Background: an optimization exercise with open tools, aiming at small area and a short achievable clock period. Do not read the settings as production practice.
RTL that was checked went through simulation tests only; none was proved equivalent to the original.
Power figures rest on the tool's default switching activity, not on a simulated workload.

==> trial 41 <==
## alu64_sync
module alu64_sync(
    input clk,
    input en,
    input MD,
    input [2:0] OP,
    input [63:0] R1,
    input [63:0] R2,
    output reg EQ,
    output reg GT,
    output reg LT,
    output reg OVR,
    output reg [63:0] Q
    );
	reg [63:0] D_r;
	reg [5:1] V_r;
	reg FILL_r, REV_r, ADD_r, SLT_r, SGT_r, LT_r, EQ_r, OVR_r;
	reg [7:1] BC_r;
	wire [63:0] D_w, S_w;
	wire [5:0] V_w;
	wire FILL_w, REV_w, ADD_w, SLT_w, SGT_w, LT_w, EQ_w, OVR_w;
	wire [7:1] BC_w;
	wire GT_1 = ~(LT_r | EQ_r);
	always @(posedge clk)
	begin
		D_r <= D_w;
		V_r <= V_w[5:1];
		FILL_r <= FILL_w;
		REV_r <= REV_w;
		ADD_r <= ADD_w;
		BC_r <= BC_w;
		SLT_r <= SLT_w;
		SGT_r <= SGT_w;
		LT_r <= LT_w;
		EQ_r <= EQ_w;
		OVR_r <= OVR_w;
		EQ <= EQ_r;
		GT <= GT_1;
		LT <= LT_r;
		OVR <= OVR_r;
		Q <= {S_w[63:1], S_w[0] | (SLT_r & LT_r) | (SGT_r & GT_1)};
	end
	alu64 u_front (
		.en(en), .MD(MD), .OP(OP), .R1(R1), .R2(R2),
		.D(D_w), .V(V_w), .FILL(FILL_w), .REV(REV_w), .ADD(ADD_w), .BC(BC_w),
		.SLT(SLT_w), .SGT(SGT_w), .LT(LT_w), .EQ(EQ_w), .OVR(OVR_w));
	shift64 u_back (
		.D(D_r), .V({V_r, 1'b0}), .FILL(FILL_r), .REV(REV_r), .ADD(ADD_r), .BC(BC_r),
		.S(S_w));
endmodule
export LEC_CHECK = 0
export ABC_AREA = 1
export CAP_MARGIN = 20
export CORE_MARGIN = 2
export CORE_UTILIZATION = 55
export CTS_BUF_LIST = sky130_fd_sc_hd__clkbuf_4 sky130_fd_sc_hd__clkbuf_8
export SETUP_SLACK_MARGIN = 1.7
export SLEW_MARGIN = 20
create_clock -name core_clock -period 4.0 [get_ports {clk}]
standard.sh (not shown) runs the stock make flow with config.mk's settings and CLKGATE_MAP_FILE= SYNTH_SCRIPT=/design/flow/synth_recipe.tcl, a recipe that flattens the netlist after the stock synthesis.
==> flow/flow/run.sh <==
#!/bin/bash
# Standard ORFS layout (the standard.sh), with the port buffers made from the
# smallest buffer cell instead of the one buffer_ports picks by default.
set -euo pipefail
bash standard.sh BUFFER_PORTS_ARGS="-buffer_cell sky130_fd_sc_hd__buf_1" finish > standard.log 2>&1
==> build 84: changes against trial 41 <==
--- a/flow/design.v
+++ b/flow/design.v
@@ -894,18 +894,17 @@
     assign bc[5] = BG2_4;
     assign bc[6] = BG2_5;
     assign bc[7] = BG2_6;
     assign bc[8] = BG2_7;
     wire [63:0] s0 = p ^ cl;
     assign OVR = bc[8];
-    wire [63:0] x = a ^ b;
-    wire [63:0] lg;    
-    wire [63:0] le;    
-    assign lg[62:0] = ~a[62:0] & x[62:0];
-    assign lg[63] = x[63] & (a[63] ^ MD);
-    assign le = ~x;
+    wire [63:0] lg;
+    wire [63:0] le;
+    assign lg[62:0] = ~a[62:0] & p[62:0];
+    assign lg[63] = a[63] & p[63];
+    assign le = ~p;
     wire CL0_0 = lg[1] | (le[1] & lg[0]);
     wire CE0_0 = le[1] & le[0];
     wire CL0_1 = lg[3] | (le[3] & lg[2]);
     wire CE0_1 = le[3] & le[2];
     wire CL0_2 = lg[5] | (le[5] & lg[4]);
     wire CE0_2 = le[5] & le[4];
@@ -1026,14 +1025,17 @@
     wire CL4_0 = CL3_1 | (CE3_1 & CL3_0);
     wire CE4_0 = CE3_1 & CE3_0;
     wire CL4_1 = CL3_3 | (CE3_3 & CL3_2);
     wire CE4_1 = CE3_3 & CE3_2;
     wire CL5_0 = CL4_1 | (CE4_1 & CL4_0);
     wire CE5_0 = CE4_1 & CE4_0;
-    assign LT = CL5_0;
-    assign EQ = CE5_0;
+    wire lt0 = CL5_0;
+    wire eq0 = CE5_0;
+    wire eq1 = &p;
+    assign LT = MD ? ~OVR : lt0;
+    assign EQ = MD ? eq1 : eq0;
     wire s_add = en & (OP == 3'b000);
     wire s_shl = en & (OP == 3'b001);
     wire s_shr = en & (OP == 3'b101);
     wire op_x = en & (OP == 3'b100);
     wire op_o = en & (OP == 3'b110);
     wire op_a = en & (OP == 3'b111);
Settings changed: CORE_UTILIZATION 55 to 50.
==> trial 14: changes against trial 41 <==
--- a/flow/design.v
+++ b/flow/design.v
@@ -579,13 +579,13 @@
 		begin
 			out = XD;
 		end
 	end
 endmodule
 `timescale 1ns / 1ps
-module alu64(en, MD, OP, R1, R2, D, V, FILL, REV, ADD, BC, SLT, SGT, LT, EQ, OVR);
+module alu64(en, MD, OP, R1, R2, D, V, FILL, REV, ADD, BC, SLT, SGT, LT0, EQ0, EQ1, OVR);
     input en;
     input MD;
     input [2:0] OP;
     input [63:0] R1;
     input [63:0] R2;
     output [63:0] D;       
@@ -593,14 +593,15 @@
     output FILL;           
     output REV;            
     output ADD;            
     output [7:1] BC;       
     output SLT;            
     output SGT;            
-    output LT;
-    output EQ;
+    output LT0;            
+    output EQ0;            
+    output EQ1;            
     output OVR;
     wire [63:0] a = R1;
     wire [63:0] b = R2;
     wire [63:0] p = a ^ b ^ {64{MD}};    
     wire [63:0] g = a & ~p;              
     wire [63:0] cl;    
@@ -894,18 +895,17 @@
     assign bc[5] = BG2_4;
     assign bc[6] = BG2_5;
     assign bc[7] = BG2_6;
     assign bc[8] = BG2_7;
     wire [63:0] s0 = p ^ cl;
     assign OVR = bc[8];
-    wire [63:0] x = a ^ b;
-    wire [63:0] lg;    
-    wire [63:0] le;    
-    assign lg[62:0] = ~a[62:0] & x[62:0];
-    assign lg[63] = x[63] & (a[63] ^ MD);
-    assign le = ~x;
+    wire [63:0] lg;
+    wire [63:0] le;
+    assign lg[62:0] = ~a[62:0] & p[62:0];
+    assign lg[63] = a[63] & p[63];
+    assign le = ~p;
     wire CL0_0 = lg[1] | (le[1] & lg[0]);
     wire CE0_0 = le[1] & le[0];
     wire CL0_1 = lg[3] | (le[3] & lg[2]);
     wire CE0_1 = le[3] & le[2];
     wire CL0_2 = lg[5] | (le[5] & lg[4]);
     wire CE0_2 = le[5] & le[4];
@@ -1026,14 +1026,18 @@
     wire CL4_0 = CL3_1 | (CE3_1 & CL3_0);
     wire CE4_0 = CE3_1 & CE3_0;
     wire CL4_1 = CL3_3 | (CE3_3 & CL3_2);
     wire CE4_1 = CE3_3 & CE3_2;
     wire CL5_0 = CL4_1 | (CE4_1 & CL4_0);
     wire CE5_0 = CE4_1 & CE4_0;
-    assign LT = CL5_0;
-    assign EQ = CE5_0;
+    wire lt0 = CL5_0;
+    wire eq0 = CE5_0;
+    wire eq1 = &p;
+    assign LT0 = lt0;
+    assign EQ0 = eq0;
+    assign EQ1 = eq1;
     wire s_add = en & (OP == 3'b000);
     wire s_shl = en & (OP == 3'b001);
     wire s_shr = en & (OP == 3'b101);
     wire op_x = en & (OP == 3'b100);
     wire op_o = en & (OP == 3'b110);
     wire op_a = en & (OP == 3'b111);
@@ -1137,40 +1141,44 @@
     output reg LT,
     output reg OVR,
     output reg [63:0] Q
     );
 	reg [63:0] D_r;
 	reg [5:1] V_r;
-	reg FILL_r, REV_r, ADD_r, SLT_r, SGT_r, LT_r, EQ_r, OVR_r;
+	reg FILL_r, REV_r, ADD_r, SLT_r, SGT_r, LT0_r, EQ0_r, EQ1_r, MD_r, OVR_r;
 	reg [7:1] BC_r;
 	wire [63:0] D_w, S_w;
 	wire [5:0] V_w;
-	wire FILL_w, REV_w, ADD_w, SLT_w, SGT_w, LT_w, EQ_w, OVR_w;
+	wire FILL_w, REV_w, ADD_w, SLT_w, SGT_w, LT0_w, EQ0_w, EQ1_w, OVR_w;
 	wire [7:1] BC_w;
+	wire LT_r = MD_r ? ~OVR_r : LT0_r;
+	wire EQ_r = MD_r ? EQ1_r : EQ0_r;
 	wire GT_1 = ~(LT_r | EQ_r);
 	always @(posedge clk)
 	begin
 		D_r <= D_w;
 		V_r <= V_w[5:1];
 		FILL_r <= FILL_w;
 		REV_r <= REV_w;
 		ADD_r <= ADD_w;
 		BC_r <= BC_w;
 		SLT_r <= SLT_w;
 		SGT_r <= SGT_w;
-		LT_r <= LT_w;
-		EQ_r <= EQ_w;
+		LT0_r <= LT0_w;
+		EQ0_r <= EQ0_w;
+		EQ1_r <= EQ1_w;
+		MD_r <= MD;
 		OVR_r <= OVR_w;
 		EQ <= EQ_r;
 		GT <= GT_1;
 		LT <= LT_r;
 		OVR <= OVR_r;
 		Q <= {S_w[63:1], S_w[0] | (SLT_r & LT_r) | (SGT_r & GT_1)};
 	end
 	alu64 u_front (
 		.en(en), .MD(MD), .OP(OP), .R1(R1), .R2(R2),
 		.D(D_w), .V(V_w), .FILL(FILL_w), .REV(REV_w), .ADD(ADD_w), .BC(BC_w),
-		.SLT(SLT_w), .SGT(SGT_w), .LT(LT_w), .EQ(EQ_w), .OVR(OVR_w));
+		.SLT(SLT_w), .SGT(SGT_w), .LT0(LT0_w), .EQ0(EQ0_w), .EQ1(EQ1_w), .OVR(OVR_w));
 	shift64 u_back (
 		.D(D_r), .V({V_r, 1'b0}), .FILL(FILL_r), .REV(REV_r), .ADD(ADD_r), .BC(BC_r),
 		.S(S_w));
 endmodule
Settings changed: CORE_UTILIZATION 55 to 40, CTS_BUF_LIST sky130_fd_sc_hd__clkbuf_4 sky130_fd_sc_hd__clkbuf_8 to not set, SETUP_SLACK_MARGIN 1.7 to 1.5.
==> build 7: changes against trial 41 <==
--- a/flow/design.v
+++ b/flow/design.v
@@ -894,18 +894,17 @@
     assign bc[5] = BG2_4;
     assign bc[6] = BG2_5;
     assign bc[7] = BG2_6;
     assign bc[8] = BG2_7;
     wire [63:0] s0 = p ^ cl;
     assign OVR = bc[8];
-    wire [63:0] x = a ^ b;
-    wire [63:0] lg;    
-    wire [63:0] le;    
-    assign lg[62:0] = ~a[62:0] & x[62:0];
-    assign lg[63] = x[63] & (a[63] ^ MD);
-    assign le = ~x;
+    wire [63:0] lg;
+    wire [63:0] le;
+    assign lg[62:0] = ~a[62:0] & p[62:0];
+    assign lg[63] = a[63] & p[63];
+    assign le = ~p;
     wire CL0_0 = lg[1] | (le[1] & lg[0]);
     wire CE0_0 = le[1] & le[0];
     wire CL0_1 = lg[3] | (le[3] & lg[2]);
     wire CE0_1 = le[3] & le[2];
     wire CL0_2 = lg[5] | (le[5] & lg[4]);
     wire CE0_2 = le[5] & le[4];
@@ -1026,14 +1025,17 @@
     wire CL4_0 = CL3_1 | (CE3_1 & CL3_0);
     wire CE4_0 = CE3_1 & CE3_0;
     wire CL4_1 = CL3_3 | (CE3_3 & CL3_2);
     wire CE4_1 = CE3_3 & CE3_2;
     wire CL5_0 = CL4_1 | (CE4_1 & CL4_0);
     wire CE5_0 = CE4_1 & CE4_0;
-    assign LT = CL5_0;
-    assign EQ = CE5_0;
+    wire lt0 = CL5_0;
+    wire eq0 = CE5_0;
+    wire eq1 = &p;
+    assign LT = MD ? ~OVR : lt0;
+    assign EQ = MD ? eq1 : eq0;
     wire s_add = en & (OP == 3'b000);
     wire s_shl = en & (OP == 3'b001);
     wire s_shr = en & (OP == 3'b101);
     wire op_x = en & (OP == 3'b100);
     wire op_o = en & (OP == 3'b110);
     wire op_a = en & (OP == 3'b111);
Settings changed: CORE_UTILIZATION 55 to 40, CTS_BUF_LIST sky130_fd_sc_hd__clkbuf_4 sky130_fd_sc_hd__clkbuf_8 to not set, SETUP_SLACK_MARGIN 1.7 to 1.5.
==> impl_metrics.csv <==
group,metric,value,unit
layout,clk_share,0.02164,
outcome,status,"no timing/DRC/antenna violations",
yosys,synth_cell_types,47,
setup_path,crit_chain,"buf_8 > inv_8 > bufbuf_16 > nand3_1 > nand2_2 > inv_4 > nand2_4 > nor3_4 > nand4_1 > buf_4 > nor2_1 > a21oi_1 > nand3_1 > nand2_1",
pwr,pwr-share-clk,0.219,
grt,grt_pass1_wl,100700,um
drt,finalWirelength,67940,um
sta,period_minus_slack,2.329,ns
floorplanning,core.rowCount,64,
the above is filed under build 84

==> impl_metrics.csv <==
group,metric,value,unit
setup_path,crit_chain,"clkbuf_8 > nand2_1 > inv_1 > a21oi_1 > o21ai_0 > nor2_1 > a21oi_1 > nand2_1 > nand3_1",
drt,finalWirelength,71350,um
grt,grt_pass1_wl,105800,um
layout,clk_share,0.03548,
floorplanning,core.rowCount,72,
drt,post_drt_wl_per_cell,20.36,um
floorplanning,boundaryPins,202,
outcome,status,"no timing/DRC/antenna violations",
yosys,synthMuxAreaShare,0.01970,
grt,grt.busiest_layer,"met2",
sta,period_minus_slack,2.479,ns
sta,hold_violations,0,
layout,inverters,301,
yosys,synth_cell_types,54,
clock_tree,post_cts_buffers,2,
the above is filed under trial 14

==> impl_metrics.csv <==
group,metric,value,unit
yosys,ys.flop_type,"dfxtp_1",
clock_tree,htree_levels,4,
outcome,status,"no timing/DRC/antenna violations",
layout,clk_share,0.03390,
drt,wl_met1,31000,um
clock_tree,cts_root_buf,"clkbuf_16",
yosys,syn_avg_cell_area,5.461,um2
layout,final_nets,3151,
drt,finalWirelength,72640,um
drt,ant_nets,0,
setup_path,crit_family,"compound AO/OA/AOI/OAI gates",
floorplanning,core.rowCount,72,
setup_path,crit_chain,"clkinvlp_4 > buf_4 > buf_4 > buf_4 > o21ai_0 > nand2_1 > o21ai_0 > nand2_1 > a31oi_1 > a22oi_1 > nand2_1 > nand3_1",
layout,multi_input_area_share,0.6060,
the above is filed under build 7

==> impl_metrics.csv <==
group,metric,value,unit
outcome,status,"no timing/DRC/antenna violations",
floorplanning,core.rowCount,61,
floorplanning,n_tap_cell,378,
setup_path,crit_chain,"clkinvlp_4 > buf_12 > nand2_1 > o21ai_4 > or2_2 > o21ai_2 > mux2i_1 > o22ai_1 > nand2_1 > nand3_1 > nand3_1",
floorplanning,die_width,171.1,um
yosys,synth_cell_types,56,
drt,ant_nets,0,
drt,finalWirelength,67790,um
sta,period_minus_slack,2.313,ns
layout,clk_share,0.02224,
grt,grt_pass1_wl,98220,um
the above is filed under trial 41

Function not checked in trial 41 and trial 14: the RTL went through the layout flow alone.

port drivers added, routing unchanged:
Ports are ideal in the flow. The routed layouts listed here were re-timed in OpenROAD.
Step 1 (the two cells are an assumption about what drives the block):
set clk [get_ports {clk}]
set_driving_cell -lib_cell sky130_fd_sc_hd__clkbuf_16 $clk
set_driving_cell -lib_cell sky130_fd_sc_hd__buf_2 [delete_from_list [all_inputs] $clk]
Step 2 also shifts input and output timing later by t, the mid clock arrival at the registers, as if the neighbouring blocks saw the same clock.
Three values: no drivers, after step 1, after step 2; two values: the first two.
| run | shift t [ns] | setup slack, ns | latest minus earliest clock arrival (ns) |
|---|---|---|---|
| trial 41 | 0.522 | 1.687 / 1.687 / 1.204 | 0.040 / 0.041 |
| build 84 | 0.510 | 1.671 / 1.658 / 1.148 | 0.028 / 0.029 |
| trial 14 | 0.492 | 1.521 / 1.521 / 1.082 | 0.014 / 0.014 |
| build 7 | 0.492 | 1.557 / 1.557 / 1.108 | 0.017 / 0.017 |
After both steps every run listed still meets setup and hold. For build 84, which loses most, drivers alone change the setup slack by -0.013 ns; drivers and shift together by -0.523 ns.
